This is an optimization exercise on Yosys and OpenROAD, whose aim is small area, not a production implementation. In this exercise RTL edits were held to simulation tests only and were not proved equivalent to the original. Power figures rest on the tool's default switching activity, not on a simulated workload.

$ cat design.v
`timescale 1 ns / 1 ps
module matching_cost_pc62 (input wire [61:0] x, output wire [5:0] y);
  wire [61:0] xi = ~x;
  wire s1, c2;
  assign s1 = ~(xi[0] ^ xi[10]);
  assign c2 = xi[0] | xi[10];
  wire s3, c4;
  assign {c4, s3} = xi[11] + xi[12] + xi[13];
  wire s5, c6;
  assign {c6, s5} = xi[14] + xi[15] + xi[16];
  wire s7, c8;
  assign {c8, s7} = xi[17] + xi[18] + xi[19];
  wire s9, c10;
  assign {c10, s9} = xi[1] + xi[20] + xi[21];
  wire s11, c12;
  assign {c12, s11} = xi[22] + xi[23] + xi[24];
  wire s13, c14;
  assign {c14, s13} = xi[25] + xi[26] + xi[27];
  wire s15, c16;
  assign {c16, s15} = xi[28] + xi[29] + xi[2];
  wire s17, c18;
  assign {c18, s17} = xi[30] + xi[31] + xi[32];
  wire s19, c20;
  assign {c20, s19} = xi[33] + xi[34] + xi[35];
  wire s21, c22;
  assign {c22, s21} = xi[36] + xi[37] + xi[38];
  wire s23, c24;
  assign {c24, s23} = xi[39] + xi[3] + xi[40];
  wire s25, c26;
  assign {c26, s25} = xi[41] + xi[42] + xi[43];
  wire s27, c28;
  assign {c28, s27} = xi[44] + xi[45] + xi[46];
  wire s29, c30;
  assign {c30, s29} = xi[47] + xi[48] + xi[49];
  wire s31, c32;
  assign {c32, s31} = xi[4] + xi[50] + xi[51];
  wire s33, c34;
  assign {c34, s33} = xi[52] + xi[53] + xi[54];
  wire s35, c36;
  assign {c36, s35} = xi[55] + xi[56] + xi[57];
  wire s37, c38;
  assign {c38, s37} = xi[58] + xi[59] + xi[5];
  wire s39, c40;
  assign {c40, s39} = xi[60] + xi[61] + xi[6];
  wire s41, c42;
  assign {c42, s41} = xi[7] + xi[8] + xi[9];
  wire s43, c44;
  assign {c44, s43} = s1 + s11 + s13;
  wire s45, c46;
  assign {c46, s45} = s15 + s17 + s19;
  wire s47, c48;
  assign {c48, s47} = s21 + s23 + s25;
  wire s49, c50;
  assign {c50, s49} = s27 + s29 + s3;
  wire s51, c52;
  assign {c52, s51} = s31 + s33 + s35;
  wire s53, c54;
  assign {c54, s53} = s37 + s39 + s41;
  wire s55, c56;
  assign {c56, s55} = s5 + s7 + s9;
  wire s57, c58;
  assign {c58, s57} = s43 + s45 + s47;
  wire s59, c60;
  assign {c60, s59} = s49 + s51 + s53;
  wire s61, c62;
  assign {c62, s61} = s55 + s57 + s59;
  wire s63, c64;
  assign {c64, s63} = c2 + c10 + c12;
  wire s65, c66;
  assign {c66, s65} = c14 + c16 + c18;
  wire s67, c68;
  assign {c68, s67} = c20 + c22 + c24;
  wire s69, c70;
  assign {c70, s69} = c26 + c28 + c30;
  wire s71, c72;
  assign {c72, s71} = c32 + c34 + c36;
  wire s73, c74;
  assign {c74, s73} = c38 + c4 + c40;
  wire s75, c76;
  assign {c76, s75} = c42 + c6 + c8;
  wire s77, c78;
  assign {c78, s77} = c44 + c46 + c48;
  wire s79, c80;
  assign {c80, s79} = c50 + c52 + c54;
  wire s81, c82;
  assign {c82, s81} = c56 + s63 + s65;
  wire s83, c84;
  assign {c84, s83} = s67 + s69 + s71;
  wire s85, c86;
  assign {c86, s85} = s73 + s75 + c58;
  wire s87, c88;
  assign {c88, s87} = c60 + s77 + s79;
  wire s89, c90;
  assign {c90, s89} = s81 + s83 + c62;
  wire s91, c92;
  assign {c92, s91} = s85 + s87 + s89;
  wire s93, c94;
  assign {c94, s93} = c64 + c66 + c68;
  wire s95, c96;
  assign {c96, s95} = c70 + c72 + c74;
  wire s97, c98;
  assign {c98, s97} = c76 + c78 + c80;
  wire s99, c100;
  assign {c100, s99} = c82 + c84 + s93;
  wire s101, c102;
  assign {c102, s101} = s95 + c86 + c88;
  wire s103, c104;
  assign {c104, s103} = s97 + s99 + c90;
  wire s105, c106;
  assign {c106, s105} = s101 + c92 + s103;
  wire s107, c108;
  assign {c108, s107} = c94 + c96 + c98;
  wire s109, c110;
  assign {c110, s109} = c100 + c102 + s107;
  wire s111, c112;
  assign {c112, s111} = c104 + s109 + c106;
  wire s113, c114;
  assign {c114, s113} = c108 + c110 + c112;
  assign y = ~{c114, s113, s111, s105, s91, s61};
endmodule
module matching_cost
#(
	parameter  MAXDISPARITY = 64 ,
	parameter  MATCHINGCOSTBITWID = 6 ,
	parameter  INPUTDATAWID = 63,
	parameter  OUTPUTDATAWID = 385
  )
(
	input wire                      clk ,
	input wire                      en ,
	input wire[INPUTDATAWID-1:0]    leftCTstream ,
	input wire[INPUTDATAWID-1:0]    rightCTstream ,
	output wire[OUTPUTDATAWID-1:0]  MatchingCost ,
	input  wire                     rst_n
);
reg [61:0] r [0:62];       
reg [62:0] l [0:6];        
reg [6:0]  cnt;              
integer i;
always @(posedge clk)
if (en) begin
	r[0] <= rightCTstream[61:0];
	for (i = 1; i < 63; i = i + 1)
		r[i] <= r[i-1];
	l[0] <= leftCTstream;
	for (i = 1; i < 7; i = i + 1)
		l[i] <= l[i-1];
end
always @(posedge clk)
if (!rst_n)
	cnt <= 7'd0;
else if (en && cnt != 7'd70)
	cnt <= cnt + 7'd1;
wire        lvalid = (cnt >= 7'd7);      
wire [5:0]  pcl;
matching_cost_pc62 u_pcl (.x(l[6][61:0]), .y(pcl));
wire [5:0]  pcl0 = lvalid ? pcl : 6'd0;      
reg [OUTPUTDATAWID-1:0] out;
assign MatchingCost = out;
always @(posedge clk)
if (en)
	out[OUTPUTDATAWID-1] <= lvalid & l[6][62];
wire [5:0] pc0;
matching_cost_pc62 u_pc0 (.x(l[6][61:0] ^ r[6]), .y(pc0));
always @(posedge clk)
if (en)
	out[5:0] <= (cnt >= 7'd7) ? pc0 : pcl0;
wire [5:0] pc1;
matching_cost_pc62 u_pc1 (.x(l[6][61:0] ^ r[7]), .y(pc1));
always @(posedge clk)
if (en)
	out[11:6] <= (cnt >= 7'd8) ? pc1 : pcl0;
wire [5:0] pc2;
matching_cost_pc62 u_pc2 (.x(l[6][61:0] ^ r[8]), .y(pc2));
always @(posedge clk)
if (en)
	out[17:12] <= (cnt >= 7'd9) ? pc2 : pcl0;
wire [5:0] pc3;
matching_cost_pc62 u_pc3 (.x(l[6][61:0] ^ r[9]), .y(pc3));
always @(posedge clk)
if (en)
	out[23:18] <= (cnt >= 7'd10) ? pc3 : pcl0;
wire [5:0] pc4;
matching_cost_pc62 u_pc4 (.x(l[6][61:0] ^ r[10]), .y(pc4));
always @(posedge clk)
if (en)
	out[29:24] <= (cnt >= 7'd11) ? pc4 : pcl0;
wire [5:0] pc5;
matching_cost_pc62 u_pc5 (.x(l[6][61:0] ^ r[11]), .y(pc5));
always @(posedge clk)
if (en)
	out[35:30] <= (cnt >= 7'd12) ? pc5 : pcl0;
wire [5:0] pc6;
matching_cost_pc62 u_pc6 (.x(l[6][61:0] ^ r[12]), .y(pc6));
always @(posedge clk)
if (en)
	out[41:36] <= (cnt >= 7'd13) ? pc6 : pcl0;
wire [5:0] pc7;
matching_cost_pc62 u_pc7 (.x(l[6][61:0] ^ r[13]), .y(pc7));
always @(posedge clk)
if (en)
	out[47:42] <= (cnt >= 7'd14) ? pc7 : pcl0;
wire [5:0] pc8;
matching_cost_pc62 u_pc8 (.x(l[6][61:0] ^ r[14]), .y(pc8));
always @(posedge clk)
if (en)
	out[53:48] <= (cnt >= 7'd15) ? pc8 : pcl0;
wire [5:0] pc9;
matching_cost_pc62 u_pc9 (.x(l[6][61:0] ^ r[15]), .y(pc9));
always @(posedge clk)
if (en)
	out[59:54] <= (cnt >= 7'd16) ? pc9 : pcl0;
wire [5:0] pc10;
matching_cost_pc62 u_pc10 (.x(l[6][61:0] ^ r[16]), .y(pc10));
always @(posedge clk)
if (en)
	out[65:60] <= (cnt >= 7'd17) ? pc10 : pcl0;
wire [5:0] pc11;
matching_cost_pc62 u_pc11 (.x(l[6][61:0] ^ r[17]), .y(pc11));
always @(posedge clk)
if (en)
	out[71:66] <= (cnt >= 7'd18) ? pc11 : pcl0;
wire [5:0] pc12;
matching_cost_pc62 u_pc12 (.x(l[6][61:0] ^ r[18]), .y(pc12));
always @(posedge clk)
if (en)
	out[77:72] <= (cnt >= 7'd19) ? pc12 : pcl0;
wire [5:0] pc13;
matching_cost_pc62 u_pc13 (.x(l[6][61:0] ^ r[19]), .y(pc13));
always @(posedge clk)
if (en)
	out[83:78] <= (cnt >= 7'd20) ? pc13 : pcl0;
wire [5:0] pc14;
matching_cost_pc62 u_pc14 (.x(l[6][61:0] ^ r[20]), .y(pc14));
always @(posedge clk)
if (en)
	out[89:84] <= (cnt >= 7'd21) ? pc14 : pcl0;
wire [5:0] pc15;
matching_cost_pc62 u_pc15 (.x(l[6][61:0] ^ r[21]), .y(pc15));
always @(posedge clk)
if (en)
	out[95:90] <= (cnt >= 7'd22) ? pc15 : pcl0;
wire [5:0] pc16;
matching_cost_pc62 u_pc16 (.x(l[6][61:0] ^ r[22]), .y(pc16));
always @(posedge clk)
if (en)
	out[101:96] <= (cnt >= 7'd23) ? pc16 : pcl0;
wire [5:0] pc17;
matching_cost_pc62 u_pc17 (.x(l[6][61:0] ^ r[23]), .y(pc17));
always @(posedge clk)
if (en)
	out[107:102] <= (cnt >= 7'd24) ? pc17 : pcl0;
wire [5:0] pc18;
matching_cost_pc62 u_pc18 (.x(l[6][61:0] ^ r[24]), .y(pc18));
always @(posedge clk)
if (en)
	out[113:108] <= (cnt >= 7'd25) ? pc18 : pcl0;
wire [5:0] pc19;
matching_cost_pc62 u_pc19 (.x(l[6][61:0] ^ r[25]), .y(pc19));
always @(posedge clk)
if (en)
	out[119:114] <= (cnt >= 7'd26) ? pc19 : pcl0;
wire [5:0] pc20;
matching_cost_pc62 u_pc20 (.x(l[6][61:0] ^ r[26]), .y(pc20));
always @(posedge clk)
if (en)
	out[125:120] <= (cnt >= 7'd27) ? pc20 : pcl0;
wire [5:0] pc21;
matching_cost_pc62 u_pc21 (.x(l[6][61:0] ^ r[27]), .y(pc21));
always @(posedge clk)
if (en)
	out[131:126] <= (cnt >= 7'd28) ? pc21 : pcl0;
wire [5:0] pc22;
matching_cost_pc62 u_pc22 (.x(l[6][61:0] ^ r[28]), .y(pc22));
always @(posedge clk)
if (en)
	out[137:132] <= (cnt >= 7'd29) ? pc22 : pcl0;
wire [5:0] pc23;
matching_cost_pc62 u_pc23 (.x(l[6][61:0] ^ r[29]), .y(pc23));
always @(posedge clk)
if (en)
	out[143:138] <= (cnt >= 7'd30) ? pc23 : pcl0;
wire [5:0] pc24;
matching_cost_pc62 u_pc24 (.x(l[6][61:0] ^ r[30]), .y(pc24));
always @(posedge clk)
if (en)
	out[149:144] <= (cnt >= 7'd31) ? pc24 : pcl0;
wire [5:0] pc25;
matching_cost_pc62 u_pc25 (.x(l[6][61:0] ^ r[31]), .y(pc25));
always @(posedge clk)
if (en)
	out[155:150] <= (cnt >= 7'd32) ? pc25 : pcl0;
wire [5:0] pc26;
matching_cost_pc62 u_pc26 (.x(l[6][61:0] ^ r[32]), .y(pc26));
always @(posedge clk)
if (en)
	out[161:156] <= (cnt >= 7'd33) ? pc26 : pcl0;
wire [5:0] pc27;
matching_cost_pc62 u_pc27 (.x(l[6][61:0] ^ r[33]), .y(pc27));
always @(posedge clk)
if (en)
	out[167:162] <= (cnt >= 7'd34) ? pc27 : pcl0;
wire [5:0] pc28;
matching_cost_pc62 u_pc28 (.x(l[6][61:0] ^ r[34]), .y(pc28));
always @(posedge clk)
if (en)
	out[173:168] <= (cnt >= 7'd35) ? pc28 : pcl0;
wire [5:0] pc29;
matching_cost_pc62 u_pc29 (.x(l[6][61:0] ^ r[35]), .y(pc29));
always @(posedge clk)
if (en)
	out[179:174] <= (cnt >= 7'd36) ? pc29 : pcl0;
wire [5:0] pc30;
matching_cost_pc62 u_pc30 (.x(l[6][61:0] ^ r[36]), .y(pc30));
always @(posedge clk)
if (en)
	out[185:180] <= (cnt >= 7'd37) ? pc30 : pcl0;
wire [5:0] pc31;
matching_cost_pc62 u_pc31 (.x(l[6][61:0] ^ r[37]), .y(pc31));
always @(posedge clk)
if (en)
	out[191:186] <= (cnt >= 7'd38) ? pc31 : pcl0;
wire [5:0] pc32;
matching_cost_pc62 u_pc32 (.x(l[6][61:0] ^ r[38]), .y(pc32));
always @(posedge clk)
if (en)
	out[197:192] <= (cnt >= 7'd39) ? pc32 : pcl0;
wire [5:0] pc33;
matching_cost_pc62 u_pc33 (.x(l[6][61:0] ^ r[39]), .y(pc33));
always @(posedge clk)
if (en)
	out[203:198] <= (cnt >= 7'd40) ? pc33 : pcl0;
wire [5:0] pc34;
matching_cost_pc62 u_pc34 (.x(l[6][61:0] ^ r[40]), .y(pc34));
always @(posedge clk)
if (en)
	out[209:204] <= (cnt >= 7'd41) ? pc34 : pcl0;
wire [5:0] pc35;
matching_cost_pc62 u_pc35 (.x(l[6][61:0] ^ r[41]), .y(pc35));
always @(posedge clk)
if (en)
	out[215:210] <= (cnt >= 7'd42) ? pc35 : pcl0;
wire [5:0] pc36;
matching_cost_pc62 u_pc36 (.x(l[6][61:0] ^ r[42]), .y(pc36));
always @(posedge clk)
if (en)
	out[221:216] <= (cnt >= 7'd43) ? pc36 : pcl0;
wire [5:0] pc37;
matching_cost_pc62 u_pc37 (.x(l[6][61:0] ^ r[43]), .y(pc37));
always @(posedge clk)
if (en)
	out[227:222] <= (cnt >= 7'd44) ? pc37 : pcl0;
wire [5:0] pc38;
matching_cost_pc62 u_pc38 (.x(l[6][61:0] ^ r[44]), .y(pc38));
always @(posedge clk)
if (en)
	out[233:228] <= (cnt >= 7'd45) ? pc38 : pcl0;
wire [5:0] pc39;
matching_cost_pc62 u_pc39 (.x(l[6][61:0] ^ r[45]), .y(pc39));
always @(posedge clk)
if (en)
	out[239:234] <= (cnt >= 7'd46) ? pc39 : pcl0;
wire [5:0] pc40;
matching_cost_pc62 u_pc40 (.x(l[6][61:0] ^ r[46]), .y(pc40));
always @(posedge clk)
if (en)
	out[245:240] <= (cnt >= 7'd47) ? pc40 : pcl0;
wire [5:0] pc41;
matching_cost_pc62 u_pc41 (.x(l[6][61:0] ^ r[47]), .y(pc41));
always @(posedge clk)
if (en)
	out[251:246] <= (cnt >= 7'd48) ? pc41 : pcl0;
wire [5:0] pc42;
matching_cost_pc62 u_pc42 (.x(l[6][61:0] ^ r[48]), .y(pc42));
always @(posedge clk)
if (en)
	out[257:252] <= (cnt >= 7'd49) ? pc42 : pcl0;
wire [5:0] pc43;
matching_cost_pc62 u_pc43 (.x(l[6][61:0] ^ r[49]), .y(pc43));
always @(posedge clk)
if (en)
	out[263:258] <= (cnt >= 7'd50) ? pc43 : pcl0;
wire [5:0] pc44;
matching_cost_pc62 u_pc44 (.x(l[6][61:0] ^ r[50]), .y(pc44));
always @(posedge clk)
if (en)
	out[269:264] <= (cnt >= 7'd51) ? pc44 : pcl0;
wire [5:0] pc45;
matching_cost_pc62 u_pc45 (.x(l[6][61:0] ^ r[51]), .y(pc45));
always @(posedge clk)
if (en)
	out[275:270] <= (cnt >= 7'd52) ? pc45 : pcl0;
wire [5:0] pc46;
matching_cost_pc62 u_pc46 (.x(l[6][61:0] ^ r[52]), .y(pc46));
always @(posedge clk)
if (en)
	out[281:276] <= (cnt >= 7'd53) ? pc46 : pcl0;
wire [5:0] pc47;
matching_cost_pc62 u_pc47 (.x(l[6][61:0] ^ r[53]), .y(pc47));
always @(posedge clk)
if (en)
	out[287:282] <= (cnt >= 7'd54) ? pc47 : pcl0;
wire [5:0] pc48;
matching_cost_pc62 u_pc48 (.x(l[6][61:0] ^ r[54]), .y(pc48));
always @(posedge clk)
if (en)
	out[293:288] <= (cnt >= 7'd55) ? pc48 : pcl0;
wire [5:0] pc49;
matching_cost_pc62 u_pc49 (.x(l[6][61:0] ^ r[55]), .y(pc49));
always @(posedge clk)
if (en)
	out[299:294] <= (cnt >= 7'd56) ? pc49 : pcl0;
wire [5:0] pc50;
matching_cost_pc62 u_pc50 (.x(l[6][61:0] ^ r[56]), .y(pc50));
always @(posedge clk)
if (en)
	out[305:300] <= (cnt >= 7'd57) ? pc50 : pcl0;
wire [5:0] pc51;
matching_cost_pc62 u_pc51 (.x(l[6][61:0] ^ r[57]), .y(pc51));
always @(posedge clk)
if (en)
	out[311:306] <= (cnt >= 7'd58) ? pc51 : pcl0;
wire [5:0] pc52;
matching_cost_pc62 u_pc52 (.x(l[6][61:0] ^ r[58]), .y(pc52));
always @(posedge clk)
if (en)
	out[317:312] <= (cnt >= 7'd59) ? pc52 : pcl0;
wire [5:0] pc53;
matching_cost_pc62 u_pc53 (.x(l[6][61:0] ^ r[59]), .y(pc53));
always @(posedge clk)
if (en)
	out[323:318] <= (cnt >= 7'd60) ? pc53 : pcl0;
wire [5:0] pc54;
matching_cost_pc62 u_pc54 (.x(l[6][61:0] ^ r[60]), .y(pc54));
always @(posedge clk)
if (en)
	out[329:324] <= (cnt >= 7'd61) ? pc54 : pcl0;
wire [5:0] pc55;
matching_cost_pc62 u_pc55 (.x(l[6][61:0] ^ r[61]), .y(pc55));
always @(posedge clk)
if (en)
	out[335:330] <= (cnt >= 7'd62) ? pc55 : pcl0;
wire [5:0] pc56;
matching_cost_pc62 u_pc56 (.x(l[6][61:0] ^ r[62]), .y(pc56));
always @(posedge clk)
if (en)
	out[341:336] <= (cnt >= 7'd63) ? pc56 : pcl0;
wire [5:0] pc57;
matching_cost_pc62 u_pc57 (.x(l[5][61:0] ^ r[62]), .y(pc57));
reg [5:0] res57 [0:0];
always @(posedge clk)
if (en) begin
	res57[0] <= pc57;
end
always @(posedge clk)
if (en)
	out[347:342] <= (cnt >= 7'd64) ? res57[0] : pcl0;
wire [5:0] pc58;
matching_cost_pc62 u_pc58 (.x(l[4][61:0] ^ r[62]), .y(pc58));
reg [5:0] res58 [0:1];
always @(posedge clk)
if (en) begin
	res58[0] <= pc58;
	res58[1] <= res58[0];
end
always @(posedge clk)
if (en)
	out[353:348] <= (cnt >= 7'd65) ? res58[1] : pcl0;
wire [5:0] pc59;
matching_cost_pc62 u_pc59 (.x(l[3][61:0] ^ r[62]), .y(pc59));
reg [5:0] res59 [0:2];
always @(posedge clk)
if (en) begin
	res59[0] <= pc59;
	res59[1] <= res59[0];
	res59[2] <= res59[1];
end
always @(posedge clk)
if (en)
	out[359:354] <= (cnt >= 7'd66) ? res59[2] : pcl0;
wire [5:0] pc60;
matching_cost_pc62 u_pc60 (.x(l[2][61:0] ^ r[62]), .y(pc60));
reg [5:0] res60 [0:3];
always @(posedge clk)
if (en) begin
	res60[0] <= pc60;
	res60[1] <= res60[0];
	res60[2] <= res60[1];
	res60[3] <= res60[2];
end
always @(posedge clk)
if (en)
	out[365:360] <= (cnt >= 7'd67) ? res60[3] : pcl0;
wire [5:0] pc61;
matching_cost_pc62 u_pc61 (.x(l[1][61:0] ^ r[62]), .y(pc61));
reg [5:0] res61 [0:4];
always @(posedge clk)
if (en) begin
	res61[0] <= pc61;
	res61[1] <= res61[0];
	res61[2] <= res61[1];
	res61[3] <= res61[2];
	res61[4] <= res61[3];
end
always @(posedge clk)
if (en)
	out[371:366] <= (cnt >= 7'd68) ? res61[4] : pcl0;
wire [5:0] pc62;
matching_cost_pc62 u_pc62 (.x(l[0][61:0] ^ r[62]), .y(pc62));
reg [5:0] res62 [0:5];
always @(posedge clk)
if (en) begin
	res62[0] <= pc62;
	res62[1] <= res62[0];
	res62[2] <= res62[1];
	res62[3] <= res62[2];
	res62[4] <= res62[3];
	res62[5] <= res62[4];
end
always @(posedge clk)
if (en)
	out[377:372] <= (cnt >= 7'd69) ? res62[5] : pcl0;
wire [5:0] pc63;
matching_cost_pc62 u_pc63 (.x(leftCTstream[61:0] ^ r[62]), .y(pc63));
reg [5:0] res63 [0:6];
always @(posedge clk)
if (en) begin
	res63[0] <= pc63;
	res63[1] <= res63[0];
	res63[2] <= res63[1];
	res63[3] <= res63[2];
	res63[4] <= res63[3];
	res63[5] <= res63[4];
	res63[6] <= res63[5];
end
always @(posedge clk)
if (en)
	out[383:378] <= (cnt >= 7'd70) ? res63[6] : pcl0;
endmodule
$ cat run.sh
#!/bin/bash
# synth_recipe.tcl (not shown) runs the flow's synth.tcl, then flattens the netlist and writes it again
# the make line also repeats each setting of config.mk as NAME=value (left out here)
make -C /OpenROAD-flow-scripts/flow DESIGN_CONFIG=/design/flow/config.mk WORK_HOME=/design/flow/orfs CLKGATE_MAP_FILE= SYNTH_SCRIPT=/design/flow/synth_recipe.tcl finish
$ cat config.mk
export PLATFORM = sky130hd
export DESIGN_NAME = matching_cost
export DESIGN_NICKNAME = matching_cost
export VERILOG_FILES = /design/flow/design.v
export SDC_FILE = /design/flow/constraint.sdc
export NUM_CORES = 8
export LEC_CHECK = 0
export CAP_MARGIN = 20
export CORE_MARGIN = 2
export CORE_UTILIZATION = 65
export PLACE_DENSITY = 0.75
export SLEW_MARGIN = 20
$ cat constraint.sdc
create_clock -name core_clock -period 6.67 [get_ports {clk}]
set_input_delay 1.3340 -clock core_clock [delete_from_list [all_inputs] [get_ports {clk}]]
set_output_delay 1.3340 -clock core_clock [all_outputs]
set_load 0.01 [all_outputs]
==> impl_metrics.env <==
export IMPL_status="failed layout checks"
export IMPL_so_violations="negative setup slack"
export IMPL_antenna_found_initial=140
export IMPL_die_h_um=641.8
export IMPL_hold_buffers=0
export IMPL_drc=0
export IMPL_final_antenna_net_count=0
export IMPL_cp_required_ps=7590
export IMPL_vdd_drop_max_mv=1.866
export IMPL_globalplace_congestion=1.117
export IMPL_dieArea_um2=411900
export IMPL_period_share_pct=100.8
export IMPL_syn_inst=14386
export IMPL_finalInstanceArea_um2=299800
export IMPL_maxSlewHeadroom_pct=11.79
export IMPL_grt_max_degree=186
export IMPL_io_buffers=512
export IMPL_postSynthAreaPerCell_um2=18.38
export IMPL_slew_violations=0
export IMPL_cp_data_arrival_time_ps=7640
export IMPL_hpwlAfterDp_mm=746.7
export IMPL_numCtsBuffers=527
export IMPL_wl_per_cell_um=45.76
export IMPL_critPathMaxFanout=22
export IMPL_p_total_uw=182400
export IMPL_yosysWarnings=19
export IMPL_drive_above_1_share_pct=10.08
export IMPL_cts_max_level=6
export IMPL_p_leak_uw=0.1104
export IMPL_firstDrtPassIters=8
export IMPL_io_pins=514
export IMPL_clock_sinks=4907
export IMPL_crit_top_cell="fa_1"
export IMPL_dp_slack_ps=-307.2
export IMPL_dp_cells=20361
export IMPL_synth_ff_type="edfxtp_1"
export IMPL_vias=144326
export IMPL_finalSetupTns_ps=-51.89
export IMPL_finalHoldViolCount=0
export IMPL_synth_seq_cells=4907
export IMPL_final_common_cell="edfxtp_1"
export IMPL_cts_tree="done"
export IMPL_drtIter0Drc=24135
export IMPL_hp_class="reg2reg"
export IMPL_cellPowerDensity_nw_per_um2=608.4
export IMPL_synth_cell_types=61
export IMPL_tightestPinTransition_ps=1323
export IMPL_worst_skew_pair_late_latency_ps=1110
export IMPL_cts_clk_slew_worst_paths_ps=70
export IMPL_path_class="reg2reg"
export IMPL_synth_seq_area_share_pct=55.70
export IMPL_core_region_area_um2=405500
export IMPL_area_delta_synth_final_pct=13.37
export IMPL_rows=234
export IMPL_syn_area_um2=264400
export IMPL_synth_edff_count=4900
export IMPL_cp_start_kind="flip-flop"
export IMPL_maxCapViolations=0
export IMPL_first_global_vias=149533
export IMPL_grt_util_all_layers_pct=48.16
export IMPL_final_cell_mix="4,900 x edfxtp_1, 3,753 x xor2_1, 3,629 x fa_1, 543 x clkbuf_16, 511 x clkdlybuf4s50_1"
export IMPL_grt_pass1_wl_mm=1297
export IMPL_fmax_ghz=0.1488
export IMPL_synthesis_nets=18223
export IMPL_fin_cells=21585
export IMPL_root_buffer="clkbuf_16"
export IMPL_finalClockSkew_ps=71.79
export IMPL_cp_slowest_stage_delay_ps=560
export IMPL_worstSetupEndpointType="flip-flop"
export IMPL_overflow=0
export IMPL_period_needed_ps=6722
export IMPL_cp_slowest_cell="fa_2"
export IMPL_final_setup_worst_slack_ps=-51.89
export IMPL_die_x_um=641.8
export IMPL_start_util_pct=65.21
export IMPL_async_reset_ff_share_pct=0
export IMPL_setup_viol=1
export IMPL_via_per_inst=6.686
export IMPL_clockBufferDepth=4
export IMPL_drt_total_wl_mm=987.7
export IMPL_worstPathCellList="buf_12 > buf_12 > inv_1 > fa_1 > inv_1 > fa_1 > fa_1 > inv_1 > fa_1 > inv_1 > fa_1 > fa_1 > fa_1 > inv_1 > fa_2 > a21o_4 > buf_12 > buf_4 > o21ai_1 > buf_4"
export IMPL_layout_nets=19327
export IMPL_dpl_cell_area_um2=281100
-- cell type report --
cell class                 count  area (um2)
clock buffer                 615       13790
fill                       23343      105700
inverter                     310        1164
multi-input combinational   8545      113600
clock inverter               323        3657
sequential                  4907      147300
timing repair buffer        1199       12850
antenna                      258       645.6
tap                         5428        6792
-- stage by stage --
| step | utilization, % | hold WS, ps |
|---|---|---|
| 6_report | 73.93 | 407.0 |
| 5_1_grt | 73.89 | 417.9 |
| 4_1_cts | 73.69 | 415.0 |
| 3_5_place_dp | 69.32 | 404.5 |
| 3_3_place_gp | 69.31 | 400.3 |
| 2_1_floorplan | - | 400.3 |
-- power breakdown --
part	internal, uW	switching, uW
registers	37300	2150
clock network	17100	13200
logic	45500	67200
-- cells in the mapped netlist, drive strengths merged, types with 4 or more instances --
master	n	area share, %
edfxtp	4900	56
xor2	3764	12
fa	3640	28
buf	347	0.62
inv	310	0.44
clkbuf	277	0.39
a21oi	233	0.45
nor2	210	0.30
xnor2	207	0.69
nand2	111	0.16
o21ai	110	0.21
mux2	78	0.33
ha	68	0.32
nor2b	10	0.024
o31ai	9	0.038
and2	8	0.019
a21o	7	0.020
a31oi	7	0.017
dfxtp	7	0.053
or3	7	0.017
nand3	6	0.011
a31o	5	0.017
mux2i	5	0.019
a211oi	4	0.015
a21boi	4	0.013
o41a	4	0.017
or2	4	0.0095
-- path summary, 6_finish.rpt --
kind              slack, ps        to  depth (start not counted)      from
setup / recovery        -50  out[219]                         20  l[6][57]
hold reg to reg         410  r[6][12]                          0  r[5][12]
hold / removal          410  r[6][12]                          0  r[5][12]
setup reg to reg        -50  out[219]                         20  l[6][57]
-- critical path: cells and delay by family, from the launching register on --
| family | cells | cell delay (ps) |
|---|---|---|
| AO/OA/AOI/OAI | 2 | 810 |
| buffers and inverters | 10 | 1650 |
| flip-flops | 1 | 380 |
| adder cells (fa/ha/maj) | 8 | 3620 |
-- cells by family after synthesis --
kind of cell	after synthesis	share of synthesized area, %
flip-flops	4907	55.70
XOR/XNOR	3971	13.15
adder cells (fa/ha/maj)	3708	27.88
buffers and inverters	934	1.452
AO/OA/AOI/OAI	410	0.8820
AND/OR/NAND/NOR	373	0.5815
multiplexers	83	0.3511
-- repair_timing --
| action | in CTS | in global routing |
|---|---|---|
| endpoints found under the setup margin | 120 | 105 |
| buffers inserted | 15 | 14 |
| cloned | 0 | 2 |
| gates resized for setup | 8 | 41 |
| pin swaps | 0 | 4 |
-- routing by layer --
metal,vias to the layer above,track usage (%),wire length [um]
met4,66,42.32,112000
met3,3205,17.49,142700
met1,76222,59.03,307900
met5,-,0.3353,930
met2,13789,67.95,424100
li1,51044,-,-
-- registers in the layout, indices dropped and copies added (netlist names), 18 cells and up --
name,cells
res61,30
res60,24
out,385
res63,42
res62,36
l,441
res59,18
r,3906

-- port drivers added, routing unchanged --
Ports are ideal in the flow. The routed layout listed here was re-timed in OpenROAD.
Step 1 (the two cells are an assumption about what drives the block):
set clk [get_ports {clk}]
set_driving_cell -lib_cell sky130_fd_sc_hd__clkbuf_16 $clk
set_driving_cell -lib_cell sky130_fd_sc_hd__buf_2 [delete_from_list [all_inputs] $clk]
Step 2 moves the port delays by t, midway between the first and last clock arrival at a register: inputs arrive t later, outputs are due t later. That takes back most of the time a late clock gives input paths.
Slacks: ideal / step 1 / step 2; pairs: ideal / step 1.
t (ns): 1.224
slack for setup (ns): -0.052 / -0.052 / -0.537
slew at the worst register clock pin (ns): 0.08 / 0.08
The setup slack of this run moves by 0.000 ns with the drivers and by -0.485 ns with both steps.
